This is an optimization exercise on Yosys and OpenROAD, whose aim is small area, a short achievable clock period and few clock cycles per item, not a production implementation.
Function was checked by simulation only, so behaviour that the tests miss may differ from the original.

Setup of north:
Design geofence, start of the top module:
module geofence ( clk,reset,X,Y,R,valid,is_inside);
input clk;
input reset;
input [9:0] X;
input [9:0] Y;
input [10:0] R;
output valid;
output is_inside;
reg [5:0] cyc;
reg valid_r, isin_r;
reg [1:0] opm;    
reg       npm;    
reg [2:0] npa, npb;
reg [2:0] nrot;   
reg       sq;     
reg [2:0] nre;    
reg       ce;     
reg [2:0] ci, cj;
reg       acc;    
localparam LAST = 6'd35;
always @(*) begin
    opm = 2'd0; sq = 1'b0; acc = 1'b0; ce = 1'b0; ci = 3'd0; cj = 3'd0;
    npm = 1'b0; npa = 3'd0; npb = 3'd0; nre = 3'd0; nrot = 3'd0;
    case (cyc)
    6'd0: begin opm = 2'd0; sq = 1'b0; acc = 1'b0; ce = 1'b0; ci = 3'd0; cj = 3'd0; npm = 1'b0; npa = 3'd0; npb = 3'd0; nre = 3'd0; nrot = 3'd1; end
    6'd1: begin opm = 2'd0; sq = 1'b0; acc = 1'b0; ce = 1'b0; ci = 3'd0; cj = 3'd0; npm = 1'b0; npa = 3'd0; npb = 3'd0; nre = 3'd0; nrot = 3'd2; end
    6'd2: begin opm = 2'd0; sq = 1'b0; acc = 1'b0; ce = 1'b0; ci = 3'd0; cj = 3'd0; npm = 1'b0; npa = 3'd1; npb = 3'd2; nre = 3'd0; nrot = 3'd3; end
    6'd3: begin opm = 2'd0; sq = 1'b0; acc = 1'b0; ce = 1'b0; ci = 3'd0; cj = 3'd0; npm = 1'b0; npa = 3'd1; npb = 3'd3; nre = 3'd0; nrot = 3'd4; end
    6'd4: begin opm = 2'd0; sq = 1'b0; acc = 1'b0; ce = 1'b0; ci = 3'd0; cj = 3'd0; npm = 1'b0; npa = 3'd2; npb = 3'd3; nre = 3'd0; nrot = 3'd5; end
    6'd5: begin opm = 2'd0; sq = 1'b0; acc = 1'b0; ce = 1'b1; ci = 3'd1; cj = 3'd2; npm = 1'b0; npa = 3'd1; npb = 3'd4; nre = 3'd0; nrot = 3'd0; end
    6'd6: begin opm = 2'd0; sq = 1'b0; acc = 1'b0; ce = 1'b1; ci = 3'd1; cj = 3'd3; npm = 1'b0; npa = 3'd2; npb = 3'd4; nre = 3'd0; nrot = 3'd1; end
    6'd7: begin opm = 2'd0; sq = 1'b0; acc = 1'b0; ce = 1'b1; ci = 3'd2; cj = 3'd3; npm = 1'b0; npa = 3'd3; npb = 3'd4; nre = 3'd0; nrot = 3'd2; end
    6'd8: begin opm = 2'd0; sq = 1'b0; acc = 1'b0; ce = 1'b1; ci = 3'd1; cj = 3'd4; npm = 1'b0; npa = 3'd1; npb = 3'd5; nre = 3'd0; nrot = 3'd3; end
  ...
Size: about 5300 cells after synthesis, about 35 I/O pins.
clock: 22.0 ns
lec_check: 0
abc_clock_period_in_ps: 6000
cap_margin: 20
core_margin: 2
core_utilization: 40
slew_margin: 20
standard.sh (not shown) runs the stock make flow with config.mk's settings and CLKGATE_MAP_FILE= SYNTH_SCRIPT=/design/flow/synth_recipe.tcl, a recipe that flattens the netlist after the stock synthesis.
==> flow/flow/run.sh <==
#!/bin/bash
# The standard layout (the standard.sh, unchanged synthesis and steps),
# with repair_timing asked for 16.3 ns of extra setup slack so that it works
# on the paths that set the achieved period. Same clock and constraints.
set -euo pipefail
bash standard.sh SETUP_SLACK_MARGIN=16.3 finish > flow_make.log 2>&1
north completed end to end with timing, DRC and antenna clean.
Testbench counts of north, summed over its fixed seeds: cycles 86,392, objects 2,400.
diff inputs: north => south
==> flow/flow/run.sh <==
#!/bin/bash
# The standard layout (the standard.sh, unchanged synthesis and steps),
# with repair_timing asked for 16.7 ns of extra setup slack so that it works
# on the paths that set the achieved period. Same clock and constraints.
set -euo pipefail
bash standard.sh SETUP_SLACK_MARGIN=16.7 finish > flow_make.log 2>&1
--- outcome ---
- [compare] base=north new=south: met1 layer usage reported by global route shows an increase of 0.91 points, final worst clock skew shows an increase of 19 ps, maximum number of pins on one net before global-route repair shows an increase of 2, wire length shows an increase of 3.6%.

geofence, a different RTL version from the one above (not shown whole).
Size: about 530 flip-flops, about 35 I/O pins, ~38000 um^2 of cells after synthesis.
==> flow/config.mk <==
export PLATFORM = sky130hd
export DESIGN_NAME = geofence
export DESIGN_NICKNAME = geofence
export VERILOG_FILES = /design/flow/design.v
export SDC_FILE = /design/flow/constraint.sdc
export NUM_CORES = 4
export LEC_CHECK = 0
export ABC_CLOCK_PERIOD_IN_PS = 6000
export CAP_MARGIN = 20
export CORE_MARGIN = 2
export CORE_UTILIZATION = 40
export SLEW_MARGIN = 20
==> flow/constraint.sdc <==
create_clock -name core_clock -period 22.0 [get_ports {clk}]
set_input_delay 4.4000 -clock core_clock [delete_from_list [all_inputs] [get_ports {clk}]]
set_output_delay 4.4000 -clock core_clock [all_outputs]
set_load 0.01 [all_outputs]
==> flow/flow/run.sh <==
#!/bin/bash
# The standard layout (the standard.sh, unchanged synthesis and steps),
# with repair_timing asked for 16.5 ns of extra setup slack so that it works
# on the paths that set the achieved period. Same clock and constraints.
set -euo pipefail
bash standard.sh SETUP_SLACK_MARGIN=16.5 finish > flow_make.log 2>&1
Testbench counts at the start, summed over its fixed seeds: cycles 86,392, objects 2,400.
==> next run, changes <==
==> flow/flow/run.sh (replaced) <==
#!/bin/bash
# The standard layout (the standard.sh, unchanged synthesis and steps),
# with repair_timing asked for 16.3 ns of extra setup slack so that it works
# on the paths that set the achieved period. Same clock and constraints.
set -euo pipefail
bash standard.sh SETUP_SLACK_MARGIN=16.3 finish > flow_make.log 2>&1
Settings changed: CTS_CLUSTER_DIAMETER set to 150, CTS_CLUSTER_SIZE set to 20.
Outcome: The changed run completed with no timing, DRC or antenna violations. Cell area drops by 5.3%. Setup slack improves by 46 ps. Clock-buffer cell count fell by 37. Global-route usage drops by 0.58 points. Core utilization went down by 2.5 points. Synthesized cell count does not change. Routed wire length falls by about 3.3%. Synthesized area stays the same.

what the ideal ports hide:
How much do the figures lean on ideal ports? The routed layouts below were timed once more, with nothing changed but the port constraints. Step 1 sets driving cells, clkbuf_16 on the clock port and buf_2 on the other inputs (assumed; they add their load-dependent delay and slew). Step 2, shift: input delay + t, output delay - t, t = (earliest + latest rising clock arrival at the registers) / 2. This alone moves slack from input paths to output paths. Slacks: no drivers / after step 1 / after step 2; pairs: no drivers / after step 1.
| run | t (ns) | setup WS [ns] | worst slew at a driven data input, ns | pins driven straight from the clock port |
|---|---|---|---|---|
| north | 0.696 | 16.364 / 16.297 / 16.458 | 0.04 | 1 |
| south | 0.722 | 16.432 / 16.361 / 16.620 | 0.04 | 1 |
| the first run of note 2 | 0.696 | 16.312 / 16.250 / 16.541 | 0.04 | 1 |
| the second run of note 2 | 0.688 | 16.358 / 16.295 / 16.483 | 0.04 | 1 |
After both steps every run listed still meets setup and hold.
